This design comes from an exercise in tuning for small area and a short achievable clock period on the open sky130 flow, not from production work. Function was checked by simulation only, so behaviour that the tests miss may differ from the original. Power is estimated from default activity; no workload was simulated.

lane 1:
Design packet_identifier, start of the top module:
module packet_identifier #(
    parameter GEN1_PIPEWIDTH = 8,
    parameter GEN2_PIPEWIDTH = 16,
    parameter GEN3_PIPEWIDTH = 32,
    parameter GEN4_PIPEWIDTH = 8,
    parameter GEN5_PIPEWIDTH = 8
)(
    input  [511:0] data_in,
    input  [63:0]  DK,
    input          valid_pd,
    input  [2:0]   gen,
    input          linkup,
    input          clk,
    input          rst,
    input  [4:0]   numberOfDetectedLanes,
    input  [127:0] syncHeader,
    output [511:0] data_out,
    output [63:0]  pl_valid,
    output [63:0]  pl_dlpstart,
    output [63:0]  pl_dlpend,
    output [63:0]  pl_tlpstart,
    output [63:0]  pl_tlpedb,
    output [63:0]  pl_tlpend,
    output         w
);
For scale: about 5200 cells after synthesis, roughly 17 flip-flops, roughly 1600 I/O pins, ~0.029 sq mm of cells after synthesis.
==> flow/config.mk <==
export PLATFORM = sky130hd
export DESIGN_NAME = packet_identifier
export DESIGN_NICKNAME = packet_identifier
export VERILOG_FILES = /design/flow/design.v
export SDC_FILE = /design/flow/constraint.sdc
export NUM_CORES = 4
export LEC_CHECK = 0
export ABC_AREA = 1
export CAP_MARGIN = 20
export CELL_PAD_IN_SITES_DETAIL_PLACEMENT = 2
export CELL_PAD_IN_SITES_GLOBAL_PLACEMENT = 2
export CORE_AREA = 4 4 1046 156
export DIE_AREA = 0 0 1050 160
export PLACE_DENSITY = 0.4
export SLEW_MARGIN = 20
==> flow/constraint.sdc <==
create_clock -name core_clock -period 500.0 [get_ports {clk}]
set_input_delay 100.0000 -clock core_clock [delete_from_list [all_inputs] [get_ports {clk}]]
set_output_delay 100.0000 -clock core_clock [all_outputs]
set_load 0.01 [all_outputs]
standard.sh (not shown) runs the stock make flow with config.mk's settings and CLKGATE_MAP_FILE= SYNTH_SCRIPT=/design/flow/synth_recipe.tcl, a recipe that flattens the netlist after the stock synthesis.
==> flow/flow/run.sh <==
#!/bin/bash
# Own layout flow: the standard flow (standard.sh) with
#  - the standard flow's synthesis script, but an area-oriented ABC mapping script (flow/area.abc),
#    no full-adder extraction and no buffers on pass-through wires;
#  - sky130_fd_sc_hd__buf_1 as the buffer on every input and output port.
# Each tool's output goes to the ORFS logs under orfs/logs; make's output to flow_make.log.
set -euo pipefail
W=$(pwd)
# the ORFS synthesis script, with the ABC arguments re-pointed at our script
sed -e 's|^source \$::env(SCRIPTS_DIR)/synth_preamble.tcl$|&\nset abc_args [list -script '"$W"'/flow/area.abc {*}$lib_args {*}$lib_dont_use_args]|' \
    "$FLOW_HOME/scripts/synth.tcl" > "$W/synth_own_orfs.tcl"
grep -q "flow/area.abc" "$W/synth_own_orfs.tcl"
# The standard flow's synthesis wrapper, sourcing the patched script
sed -e "s|source \$::env(SCRIPTS_DIR)/synth.tcl|source $W/synth_own_orfs.tcl|" \
    "$W/synth_recipe.tcl" > "$W/synth_own.tcl"
grep -q "synth_own_orfs.tcl" "$W/synth_own.tcl"
bash "$W/standard.sh" \
    SYNTH_SCRIPT="$W/synth_own.tcl" \
    SYNTH_INSBUF=0 \
    ADDER_MAP_FILE= \
    "BUFFER_PORTS_ARGS=-buffer_cell sky130_fd_sc_hd__buf_1" \
    finish > "$W/flow_make.log" 2>&1
test -s "$W/out/final.def"
==> flow/flow/area.abc <==
strash
&get -n
&st
&syn2
&dch -f
&nf -R 1000
&put
#### Input delta (lane 2 over lane 1)
-- flow/flow/run.sh --
<<< lane 1, line 20
>>> lane 2, line 20
    SETUP_SLACK_MARGIN=250 \
--- outcome ---
Lane 2 completed end to end with timing, DRC and antenna clean.
For the number of global-route vias before repair, lane 2 came in 968 higher than lane 1 did.
Lane 2 -> lane 1: sequential share of cell area flat
Looking at final critical-path required period across both flows, lane 2 is the stronger of the two, with lane 1 trailing.
Comparing lane 1 against lane 2, there is no change at all in number of I/O port buffers.
The run with more setup slack is lane 2; lane 1 has less.
The worst-case register-to-register setup slack in lane 2 sits 21.56 ns above the value recorded for lane 1.
Higher worst hold slack after final layout goes to lane 1 over lane 2.
Routed wire length delta (lane 2 − lane 1): unfavourable
| measured slew at the worst slew-check pin | lower: lane 1 |
Detailed-routed wire length on met3, lane 1 and lane 2, lower one = lane 1.
Modified inputs, lane 3 compared to lane 2
-- flow/flow/run.sh --
<<< lane 2, line 20
    SETUP_SLACK_MARGIN=250 \
>>> lane 3, line 20
    SETUP_SLACK_MARGIN=238 \
==> comparison <==
- Between lane 2 and lane 3, wire length is lower for lane 3, lane 2 comes in above that.
- Lower setup slack was reported by lane 3, not lane 2.
- Against lane 2, total of plain and repair buffers excluding clock buffers in lane 3 fell by a little under 10%.
- Lane 3: area of all placed cells without fillers 0.0039 sq mm below lane 2
- The total number of vias of lane 3 is lower than that of lane 2.

* * *

## v40
packet_identifier, a different RTL version from the one above (not shown whole).
Size in the first run: roughly 5000 cells after synthesis, roughly 17 flip-flops.
export LEC_CHECK = 0
export ABC_AREA = 1
export CAP_MARGIN = 20
export CELL_PAD_IN_SITES_DETAIL_PLACEMENT = 2
export CELL_PAD_IN_SITES_GLOBAL_PLACEMENT = 2
export CORE_AREA = 4 4 1046 156
export DIE_AREA = 0 0 1050 160
export PLACE_DENSITY = 0.4
export SLEW_MARGIN = 20
create_clock -name core_clock -period 500.0 [get_ports {clk}]
==> flow/flow/run.sh <==
#!/bin/bash
# Own layout flow: the standard flow (standard.sh) with
#  - the standard flow's synthesis script, but an area-oriented ABC mapping script (flow/area.abc),
#    no full-adder extraction and no buffers on pass-through wires;
#  - sky130_fd_sc_hd__buf_1 as the buffer on every input and output port.
# Each tool's output goes to the ORFS logs under orfs/logs; make's output to flow_make.log.
set -euo pipefail
W=$(pwd)
# the ORFS synthesis script, with the ABC arguments re-pointed at our script
sed -e 's|^source \$::env(SCRIPTS_DIR)/synth_preamble.tcl$|&\nset abc_args [list -script '"$W"'/flow/area.abc {*}$lib_args {*}$lib_dont_use_args]|' \
    "$FLOW_HOME/scripts/synth.tcl" > "$W/synth_own_orfs.tcl"
grep -q "flow/area.abc" "$W/synth_own_orfs.tcl"
# The standard flow's synthesis wrapper, sourcing the patched script
sed -e "s|source \$::env(SCRIPTS_DIR)/synth.tcl|source $W/synth_own_orfs.tcl|" \
    "$W/synth_recipe.tcl" > "$W/synth_own.tcl"
grep -q "synth_own_orfs.tcl" "$W/synth_own.tcl"
bash "$W/standard.sh" \
    SYNTH_SCRIPT="$W/synth_own.tcl" \
    SYNTH_INSBUF=0 \
    SETUP_SLACK_MARGIN=252 \
    ADDER_MAP_FILE= \
    "BUFFER_PORTS_ARGS=-buffer_cell sky130_fd_sc_hd__buf_1" \
    finish > "$W/flow_make.log" 2>&1
test -s "$W/out/final.def"
Scripts as last shown in full above: flow/flow/area.abc
In summary, v40 completed successfully, with a layout that passed the timing, DRC and antenna checks.
#### Input delta (v10 over v40)
diff --git a/flow/flow/run.sh b/flow/flow/run.sh
--- a/flow/flow/run.sh
+++ b/flow/flow/run.sh
@@ -20 +20 @@
-    SETUP_SLACK_MARGIN=252 \
+    SETUP_SLACK_MARGIN=245 \
==> run notes <==
- | global-route met3 utilization | v10 vs v40 | 0.68 points higher |
- Relative to v40, v10 improves total internal power.
- The run showing the smaller combinational power share is v10.
- Cmp v40 and v10 / wire length after detailed routing / higher: v40
- v40 -> v10: maximum clock skew at final layout flat
- On number of clock sinks seen by CTS, v40 and v10 are neck and neck.
- On register-to-register slack, v10 does worse than v40.
- Higher global placement routability congestion was reported by v40, not v10.
- Going from v40 to v10, design area shrank by a little under 10%.
- Diff v10..v40 | clock network area share | negligible
- Going from v40 to v10, combinational cell power shrank by more than 10%.
Setup changes, v10 to v1
diff --git a/flow/flow/run.sh b/flow/flow/run.sh
--- a/flow/flow/run.sh
+++ b/flow/flow/run.sh
@@ -20 +20 @@
-    SETUP_SLACK_MARGIN=245 \
+    SETUP_SLACK_MARGIN=238 \
- Comparing v10 and v1, the higher global-route wire length before repair was measured on v10.
- v1: setup slack of the most critical reg-to-reg path 5.11 ns below v10
- Comparing maximum frequency for v10 and v1, the bigger number came from v10.
- The lower HPWL after detailed placement came out of v1.
- As of v1, routed wire length had fallen slightly compared to v10.

* * *

## build 26
Another version of the RTL of packet_identifier (not shown whole).
Size in the first run: ~4,800 cells after synthesis, roughly 17 flip-flops, about 0.027 mm^2 of cells after synthesis.
export LEC_CHECK = 0
export ABC_AREA = 1
export CAP_MARGIN = 20
export CELL_PAD_IN_SITES_DETAIL_PLACEMENT = 2
export CELL_PAD_IN_SITES_GLOBAL_PLACEMENT = 2
export CORE_AREA = 4 4 1116 116
export DIE_AREA = 0 0 1120 120
export PLACE_DENSITY = 0.4
export SLEW_MARGIN = 20
export TNS_END_PERCENT = 0
create_clock -name core_clock -period 500.0 [get_ports {clk}]
==> flow/flow/run.sh <==
#!/bin/bash
# Own layout flow: the standard flow (standard.sh) with
#  - the standard flow's synthesis script, but an area-oriented ABC mapping script (flow/area.abc),
#    no full-adder extraction and no buffers on pass-through wires;
#  - sky130_fd_sc_hd__buf_1 as the buffer on every input and output port.
# Each tool's output goes to the ORFS logs under orfs/logs; make's output to flow_make.log.
set -euo pipefail
W=$(pwd)
# the ORFS synthesis script, with the ABC arguments re-pointed at our script
sed -e 's|^source \$::env(SCRIPTS_DIR)/synth_preamble.tcl$|&\nset abc_args [list -script '"$W"'/flow/area.abc {*}$lib_args {*}$lib_dont_use_args]|' \
    "$FLOW_HOME/scripts/synth.tcl" > "$W/synth_own_orfs.tcl"
grep -q "flow/area.abc" "$W/synth_own_orfs.tcl"
# The standard flow's synthesis wrapper, sourcing the patched script
sed -e "s|source \$::env(SCRIPTS_DIR)/synth.tcl|source $W/synth_own_orfs.tcl|" \
    "$W/synth_recipe.tcl" > "$W/synth_own.tcl"
grep -q "synth_own_orfs.tcl" "$W/synth_own.tcl"
bash "$W/standard.sh" \
    SYNTH_SCRIPT="$W/synth_own.tcl" \
    SYNTH_INSBUF=0 \
    SETUP_SLACK_MARGIN=238 \
    ADDER_MAP_FILE= \
    "BUFFER_PORTS_ARGS=-buffer_cell sky130_fd_sc_hd__buf_1" \
    finish > "$W/flow_make.log" 2>&1
test -s "$W/out/final.def"
Scripts as last shown in full above: flow/flow/area.abc
diff inputs: build 26 => build 52
--- a/flow/flow/run.sh
+++ b/flow/flow/run.sh
@@ -4,3 +4,5 @@
 #    no full-adder extraction and no buffers on pass-through wires;
-#  - sky130_fd_sc_hd__buf_1 as the buffer on every input and output port.
+#  - sky130_fd_sc_hd__buf_1 as the buffer on every input and output port;
+#  - timing repair aiming at 250 ns of setup slack (SETUP_SLACK_MARGIN), which
+#    shortens the input-to-output paths through the byte chain.
 # Each tool's output goes to the ORFS logs under orfs/logs; make's output to flow_make.log.
@@ -19,3 +21,3 @@
     SYNTH_INSBUF=0 \
-    SETUP_SLACK_MARGIN=238 \
+    SETUP_SLACK_MARGIN=250 \
     ADDER_MAP_FILE= \
==> flow/flow/area.abc <==
strash
&get -n
&st
&dch -f
&nf -R 1000 -a
&put
&get -n
&st
&dch -f
&nf -R 1000 -a
&put
Results
Vias: build 52 below build 26. Taking build 26 as the reference point, the non-clock buffer count of build 52 rises by 148. Build 52: clock power higher than build 26. Build 26 → build 52: setup slack on the worst flop-to-flop path increased 9.25 ns; cell depth of the worst min-delay path shows an increase of 2; share of power burned in combinational logic higher; net switching power went up about 34%.
The following lists how build 57 was set up differently from build 52:
--- a/flow/flow/run.sh
+++ b/flow/flow/run.sh
@@ -4,5 +4,3 @@
 #    no full-adder extraction and no buffers on pass-through wires;
-#  - sky130_fd_sc_hd__buf_1 as the buffer on every input and output port;
-#  - timing repair aiming at 250 ns of setup slack (SETUP_SLACK_MARGIN), which
-#    shortens the input-to-output paths through the byte chain.
+#  - sky130_fd_sc_hd__buf_1 as the buffer on every input and output port.
 # Each tool's output goes to the ORFS logs under orfs/logs; make's output to flow_make.log.
@@ -21,3 +19,3 @@
     SYNTH_INSBUF=0 \
-    SETUP_SLACK_MARGIN=250 \
+    SETUP_SLACK_MARGIN=246 \
     ADDER_MAP_FILE= \
==> flow/flow/area.abc <==
strash
&get -n
&st
&syn2
&dch -f
&nf -R 1000
&put
[summary]
- In summary, build 57 completed successfully, with a layout that passed the timing, DRC and antenna checks.
- [build 57] static power due to leakage fell 1.2 nW relative to build 52
- On build 57: net count reported at finish is 77 higher than what build 52 gave.
- Looking at global-route track usage on met1, build 57 sits 0.49 points higher than build 52 does.
- On number of max-slew violations in the final report, build 52 and build 57 are neck and neck.
- Looking only at global-route met3 utilization, and setting everything else aside, the higher value of build 52 and build 57 goes to build 57.
- Summary of build 57 over build 52: final wirelength decreased 1.8 mm, non-clock buffer count has decreased.
- Relative contribution of the clock network to total power: build 57 higher than build 52
- On fmax, build 52 beats build 57.
- Capturing element of the worst setup path: pl_tlpend[63] -> build 52, pl_valid[63] -> build 57
- Taking build 52 as the reference point, the total of fill cells in the finished design of build 57 rises by 1.3%.
Input-level comparison between build 13 and build 57:
- swapping 0 0 1120 120 for 0 0 1200 100 in DIE_AREA
- swapping 4 4 1116 116 for 4 4 1196 96 in CORE_AREA
--- a/flow/flow/run.sh
+++ b/flow/flow/run.sh
@@ -19,3 +19,3 @@
     SYNTH_INSBUF=0 \
-    SETUP_SLACK_MARGIN=246 \
+    SETUP_SLACK_MARGIN=238 \
     ADDER_MAP_FILE= \
## What came out
Build 13: done, clean on timing, DRC and antenna. Total placed cells including tap cells: build 13 vs build 57 down 2.2%. [compare] base=build 57 new=build 13: wire length of the first global-routing pass moved up; clock power now smaller; number of inserted diodes shrank by 2; fmax decreased 3.1%; row count down about 18%. Relative to build 57, non-clock buffer count has decreased by 29 in build 13.
What build 47 does differently from build 13 at the input level:
- CELL_PAD_IN_SITES_DETAIL_PLACEMENT: 2 -> 0
- CORE_AREA: 4 4 1196 96 -> 4 4 1116 116
- DIE_AREA: 0 0 1200 100 -> 0 0 1120 120
- CELL_PAD_IN_SITES_GLOBAL_PLACEMENT: 2 -> 0
--- a/flow/flow/run.sh
+++ b/flow/flow/run.sh
@@ -4,3 +4,5 @@
 #    no full-adder extraction and no buffers on pass-through wires;
-#  - sky130_fd_sc_hd__buf_1 as the buffer on every input and output port.
+#  - sky130_fd_sc_hd__buf_1 as the buffer on every input and output port;
+#  - timing repair aiming at 238 ns of setup slack (SETUP_SLACK_MARGIN), which
+#    shortens the input-to-output paths through the byte chain.
 # Each tool's output goes to the ORFS logs under orfs/logs; make's output to flow_make.log.
==> flow/flow/area.abc <==
strash
&get -n
&st
&dch -f
&nf -R 1000 -a
&put
&get -n
&st
&dch -f
&nf -R 1000 -a
&put
Findings:
Diff build 13 -> build 47 | fraction of area in multi-input gates | decrease of 0.96 points. On build 47: met2 wire length is 14% lower than what build 13 gave. Between build 13 and build 47, the final period utilization figures differ only marginally. Area growth from synthesis to final layout in build 47 is 1.6 points higher than in build 13. Compared to build 13, build 47 shows a wider setup margin. Build 47 ended with less worst hold slack than build 13. Relative to build 13, the final cell area reported for build 47 is lower.
> inputs changed (build 47 -> build 44)
- a change of CELL_PAD_IN_SITES_GLOBAL_PLACEMENT from 0 to 2
- a change of CELL_PAD_IN_SITES_DETAIL_PLACEMENT from 0 to 2
- Comparing aggregate routed wire length for build 47 and build 44, the bigger number came from build 47.
- Max post-cts repair resize count across build 47 and build 44: build 44
- For the total power, build 44 came in 3.8% higher than build 47 did.
- Between build 47 and build 44, the remaining max-slew budget at the tightest pin is lower for build 44.
- Comparing build 47 and build 44, the lower detailed placer's ending HPWL is on build 44.
- Per the comparison of build 44 with build 47, met2 demand-to-capacity share in global routing climbed 7.3 points; clock power dropped about 2%.
- Build 44 finished every step from synthesis to the final layout, and the layout passed the timing, DRC and antenna checks.

* * *

Setup of run 1:
The RTL this note starts from:
==> flow/design.v <==
module packet_identifier #(
    parameter GEN1_PIPEWIDTH = 8,
    parameter GEN2_PIPEWIDTH = 16,
    parameter GEN3_PIPEWIDTH = 32,
    parameter GEN4_PIPEWIDTH = 8,
    parameter GEN5_PIPEWIDTH = 8
)(
    input  [511:0] data_in,
    input  [63:0]  DK,
    input          valid_pd,
    input  [2:0]   gen,
    input          linkup,
    input          clk,
    input          rst,
    input  [4:0]   numberOfDetectedLanes,
    input  [127:0] syncHeader,
    output [511:0] data_out,
    output [63:0]  pl_valid,
    output [63:0]  pl_dlpstart,
    output [63:0]  pl_dlpend,
    output [63:0]  pl_tlpstart,
    output [63:0]  pl_tlpedb,
    output [63:0]  pl_tlpend,
    output         w
);
assign data_out = data_in;
assign w = valid_pd & linkup;
wire m12 = (gen == 3'd1) | (gen == 3'd2);
reg [2:0] lb;    
reg       bnz;   
reg [2:0] ln;    
always @* begin
    bnz = 1'b1;
    case (gen)
        3'd1: lb = 3'd0;
        3'd2: lb = 3'd1;
        3'd3: lb = 3'd2;
        3'd4: lb = 3'd0;
        3'd5: lb = 3'd0;
        default: begin lb = 3'd0; bnz = 1'b0; end
    endcase
    case (numberOfDetectedLanes)
        5'b00001: ln = 3'd0;
        5'b00010: ln = 3'd1;
        5'b00100: ln = 3'd2;
        5'b01000: ln = 3'd3;
        default:  ln = 3'd4;
    endcase
end
wire [2:0] lv = lb + ln;   
wire [6:0] vseg;
assign vseg[0] = bnz;
assign vseg[1] = bnz & (lv >= 3'd1);
assign vseg[2] = bnz & (lv >= 3'd2);
assign vseg[3] = bnz & (lv >= 3'd3);
assign vseg[4] = bnz & (lv >= 3'd4);
assign vseg[5] = bnz & (lv >= 3'd5);
assign vseg[6] = bnz & (lv >= 3'd6);
reg       act_q, ty_q, hd_q, s1_q;
reg [1:0] lo_q;
reg [4:0] h_q;
reg [5:0] hx_q;
wire [64:0] act, ty, hd, s1, pend, z;           
wire [1:0]  lo [0:64];
wire [4:0]  h  [0:64];
wire [63:0] act_n, ty_n, hd_n, s1_n, pend_n, z_n;   
wire [1:0]  lo_n [0:63];
wire [4:0]  h_n  [0:63];
wire [63:0] b1ev;
assign act[0]  = act_q;
assign ty[0]   = ty_q;
assign hd[0]   = hd_q;
assign s1[0]   = s1_q;
assign lo[0]   = lo_q;
assign h[0]    = h_q;
assign pend[0] = 1'b0;
assign z[0]    = (h_q == 5'd0);
genvar i;
generate
    for (i = 0; i < 64; i = i + 1) begin : g_byte
        localparam integer SEG = (i == 0) ? 0 : (i < 2) ? 1 : (i < 4) ? 2 : (i < 8) ? 3 :
                                 (i < 16) ? 4 : (i < 32) ? 5 : 6;
        check_byte cb (
            .d(data_in[8*i +: 8]),
            .q(vseg[SEG] & m12),
            .p(vseg[SEG] & ~m12 & syncHeader[2*i+1] & ~syncHeader[2*i]),
            .dk(DK[i]),
            .act(act[i]), .ty(ty[i]), .hd(hd[i]), .s1(s1[i]),
            .lo(lo[i]), .h(h[i]), .pend(pend[i]), .z(z[i]),
            .act_o(act_n[i]), .ty_o(ty_n[i]), .hd_o(hd_n[i]), .s1_o(s1_n[i]),
            .lo_o(lo_n[i]), .h_o(h_n[i]), .pend_o(pend_n[i]), .z_o(z_n[i]),
            .tlpstart(pl_tlpstart[i]), .dlpstart(pl_dlpstart[i]), .tlpend(pl_tlpend[i]),
            .tlpedb(pl_tlpedb[i]), .dlpend(pl_dlpend[i]), .valid(pl_valid[i]),
            .b1(b1ev[i])
        );
        assign act[i+1] = act_n[i];
        assign ty[i+1]  = ty_n[i];
        assign hd[i+1]  = hd_n[i];
        assign s1[i+1]  = s1_n[i];
        assign lo[i+1]  = lo_n[i];
        if (i % 4 == 3) begin : g_sync
            wire [4:0] hm = h_n[i] - 5'd1;
            assign h[i+1]    = pend_n[i] ? hm : h_n[i];
            assign pend[i+1] = 1'b0;
            assign z[i+1]    = pend_n[i] ? (h_n[i] == 5'd1) : (h_n[i] == 5'd0);
        end else begin : g_pass
            assign h[i+1]    = h_n[i];
            assign pend[i+1] = pend_n[i];
            assign z[i+1]    = z_n[i];
        end
    end
endgenerate
reg [5:0] hsel;
integer kk;
always @* begin
    hsel = 6'd0;
    for (kk = 0; kk < 64; kk = kk + 1)
        hsel = hsel | ({6{b1ev[kk]}} & data_in[8*kk +: 6]);
end
wire anyb1 = |b1ev;
wire [5:0] hx_pre = anyb1 ? ((hsel == 6'd0) ? 6'd0 : hsel - 6'd1) : hx_q;
wire       norm = act[64] & ~hd[64] & ty[64] & ~h[64][4] & (hx_pre != 6'd0);
always @(posedge clk) begin
    if (!rst) begin
        act_q <= 1'b0;
        ty_q  <= 1'b0;
        hd_q  <= 1'b0;
        s1_q  <= 1'b0;
        lo_q  <= 2'd0;
        h_q   <= 5'd0;
        hx_q  <= 6'd0;
    end else begin
        act_q <= act[64];
        ty_q  <= ty[64];
        hd_q  <= hd[64];
        s1_q  <= s1[64];
        lo_q  <= lo[64];
        h_q   <= {h[64][4] | norm, h[64][3:0]};
        hx_q  <= norm ? hx_pre - 6'd1 : hx_pre;
    end
end
endmodule
module check_byte(
    input  [7:0] d,
    input        q,         
    input        p,         
    input        dk,        
    input        act, ty, hd, s1,
    input  [1:0] lo,
    input  [4:0] h,
    input        pend, z,
    output       act_o, ty_o, hd_o, s1_o,
    output [1:0] lo_o,
    output [4:0] h_o,
    output       pend_o, z_o,
    output       tlpstart, dlpstart, tlpend, tlpedb, dlpend, valid,
    output       b1
);
    wire k  = q & dk;
    wire dt = q & ~dk;
    wire hiF  = &d[7:4];
    wire isFB = hiF & (d[3:0] == 4'hB);
    wire isFD = hiF & (d[3:0] == 4'hD);
    wire isFE = hiF & (d[3:0] == 4'hE);
    wire isF0 = hiF & (d[3:0] == 4'h0);
    wire is5C = (d == 8'h5C);
    wire is53 = (d == 8'h53);
    wire isxF = &d[3:0];
    wire isC0 = (d == 8'hC0);
    wire kFB = k & isFB;
    wire k5C = k & is5C;
    wire kFD = k & isFD;
    wire kFE = k & isFE;
    wire l0   = (lo == 2'd0);
    wire zb   = p & l0 & z;                
    wire bor  = p & l0 & ~z;               
    assign b1 = p & hd & (lo == 2'd3);     
    wire tst  = p & hd & (lo == 2'd1);     
    wire hlz  = ~(|d[5:0]);                
    wire sdp2 = p & s1 & is53;             
    wire fin  = act & zb;
    assign act_o  = act ? ~(kFD | kFE | zb) : (kFB | k5C | (p & (s1 ? is53 : isxF)));
    assign lo_o   = act ? lo - {1'b0, p} : {~s1, ~s1};
    assign h_o    = act ? (b1 ? {~hlz, h[3:0]} : h) : (s1 ? 5'd2 : {1'b1, d[7:4]});
    assign pend_o = act & (pend | bor);
    assign z_o    = act & (b1 ? (hlz & (h[3:0] == 4'd0)) : z);
    assign hd_o   = act ? (hd & ~tst) : (p & ~s1 & isxF);
    assign ty_o   = act ? (kFB | (ty & ~k5C)) : (kFB | (p & ~s1));
    assign s1_o   = ~act & (s1 ? ~(p & is53) : (p & isF0));
    assign tlpstart = kFB | tst;
    assign dlpstart = k5C | sdp2;
    assign tlpend   = act & ((kFD & ty) | (zb & ty & ~isC0));
    assign tlpedb   = kFE | (fin & ty & isC0);
    assign dlpend   = act & ((kFD & ~ty) | (zb & ~ty));
    assign valid    = act & (dt | (p & ~hd & ~zb));
endmodule
clock: 500.0 ns
lec_check: 0
abc_area: 1
cap_margin: 20
cell_pad_in_sites_detail_placement: 2
cell_pad_in_sites_global_placement: 2
core_area: 4 4 1116 116
die_area: 0 0 1120 120
place_density: 0.4
slew_margin: 20
==> flow/flow/run.sh <==
#!/bin/bash
# Own layout flow: the standard flow (standard.sh) with
#  - the standard flow's synthesis script, but an area-oriented ABC mapping script (flow/area.abc),
#    no full-adder extraction and no buffers on pass-through wires;
#  - sky130_fd_sc_hd__buf_1 as the buffer on every input and output port.
# Each tool's output goes to the ORFS logs under orfs/logs; make's output to flow_make.log.
set -euo pipefail
W=$(pwd)
# the ORFS synthesis script, with the ABC arguments re-pointed at our script
sed -e 's|^source \$::env(SCRIPTS_DIR)/synth_preamble.tcl$|&\nset abc_args [list -script '"$W"'/flow/area.abc {*}$lib_args {*}$lib_dont_use_args]|' \
    "$FLOW_HOME/scripts/synth.tcl" > "$W/synth_own_orfs.tcl"
grep -q "flow/area.abc" "$W/synth_own_orfs.tcl"
# The standard flow's synthesis wrapper, sourcing the patched script
sed -e "s|source \$::env(SCRIPTS_DIR)/synth.tcl|source $W/synth_own_orfs.tcl|" \
    "$W/synth_recipe.tcl" > "$W/synth_own.tcl"
grep -q "synth_own_orfs.tcl" "$W/synth_own.tcl"
bash "$W/standard.sh" \
    SYNTH_SCRIPT="$W/synth_own.tcl" \
    SYNTH_INSBUF=0 \
    SETUP_SLACK_MARGIN=238 \
    ADDER_MAP_FILE= \
    "BUFFER_PORTS_ARGS=-buffer_cell sky130_fd_sc_hd__buf_1" \
    finish > "$W/flow_make.log" 2>&1
test -s "$W/out/final.def"
==> flow/flow/area.abc <==
strash
&get -n
&st
&syn2
&dch -f
&nf -R 1000
&put
> inputs changed (run 1 -> run 2)
Settings: DIE_AREA: 0 0 1120 120 -> 0 0 1050 160; CELL_PAD_IN_SITES_GLOBAL_PLACEMENT: 2 -> 1; PLACE_DENSITY: 0.4 -> 0.5; CELL_PAD_IN_SITES_DETAIL_PLACEMENT: 2 -> 1; CORE_AREA: 4 4 1116 116 -> 4 4 1046 156.
Results
In summary, run 2 completed successfully, with a layout that passed the timing, DRC and antenna checks. Run 1: full flow OK, the timing, DRC and antenna checks passed. Run 2 vs. run 1: net switching power of the design shows an increase of about 9%, initial cell density of the core went down 5.0 points, buffer count excluding the clock tree in the final layout increased by about 1.1% relative to the old numbers, portion of the clock cycle consumed by the worst path in the final layout shows an increase of 0.27 points, worst slew margin relative to its limit fell 20 points. Higher sequential share of power was reported by run 1, not run 2. The die used by run 2 is larger than the one used by run 1. Summary of run 2 over run 1: sequential share of layout area comparable, weighted congestion reported at the end of routability-driven placement now larger.
[inputs] run 3 vs run 2
Settings: changing CELL_PAD_IN_SITES_GLOBAL_PLACEMENT from 1 to 2; changing CELL_PAD_IN_SITES_DETAIL_PLACEMENT from 1 to 2; changing PLACE_DENSITY from 0.5 to 0.4.
[summary]
The minimum clock period reported for run 3 is smaller than that of run 2 by 1.15 ns. From run 2 to run 3 the numbers moved as follows: power picked up an extra 0.76%, number of synthesized register bits closely matched the old numbers.

what the ideal ports hide:
No port has a modelled driver above. Below, the same layouts with a new extraction and two added sets of constraints.
Step 1 sets driving cells, clkbuf_16 on the clock port and buf_2 on the other inputs (assumed; they add their load-dependent delay and slew).
Step 2 also shifts input and output timing later by t, the mid clock arrival at the registers, as if the neighbouring blocks saw the same clock.
a / b / c = ideal / step 1 / step 2; a / b = the first two.
| run | t (ns) | setup WS [ns] | worst setup path after step 2 | slew at the worst register clock pin (ns) | worst data-port slew with drivers (ns) |
|---|---|---|---|---|---|
| lane 1 | 0.295 | 228.704 / 228.635 / 228.635 | input to output | 0.06 / 0.06 | 0.16 |
| lane 2 | 0.293 | 251.794 / 251.682 / 251.682 | input to output | 0.06 / 0.06 | 0.12 |
| lane 3 | 0.294 | 241.904 / 241.833 / 241.833 | input to output | 0.06 / 0.06 | 0.15 |
| v40 | 0.307 | 253.803 / 253.738 / 253.738 | input to output | 0.06 / 0.06 | 0.11 |
| v10 | 0.319 | 248.497 / 248.425 / 248.425 | input to output | 0.06 / 0.06 | 0.11 |
| v1 | 0.321 | 242.831 / 242.750 / 242.750 | input to output | 0.07 / 0.07 | 0.12 |
| build 26 | 0.285 | 243.454 / 243.430 / 243.430 | input to output | 0.05 / 0.05 | 0.07 |
| build 52 | 0.280 | 252.965 / 252.938 / 252.938 | input to output | 0.06 / 0.06 | 0.07 |
| build 57 | 0.284 | 250.257 / 250.221 / 250.221 | input to output | 0.05 / 0.05 | 0.07 |
| build 13 | 0.274 | 242.150 / 242.095 / 242.095 | input to output | 0.05 / 0.05 | 0.07 |
| build 47 | 0.297 | 242.810 / 242.781 / 242.781 | input to output | 0.06 / 0.06 | 0.26 |
| build 44 | 0.279 | 243.431 / 243.403 / 243.403 | input to output | 0.06 / 0.06 | 0.06 |
| run 1 | 0.280 | 242.890 / 242.843 / 242.843 | input to output | 0.06 / 0.06 | 0.07 |
| run 2 | 0.305 | 241.554 / 241.495 / 241.495 | input to output | 0.06 / 0.06 | 0.49 |
| run 3 | 0.286 | 242.700 / 242.628 / 242.628 | input to output | 0.06 / 0.06 | 0.11 |
After both steps every run listed still meets setup and hold. The setup slack of lane 2, which loses most, moves by -0.112 ns with the drivers and by -0.112 ns with both steps.
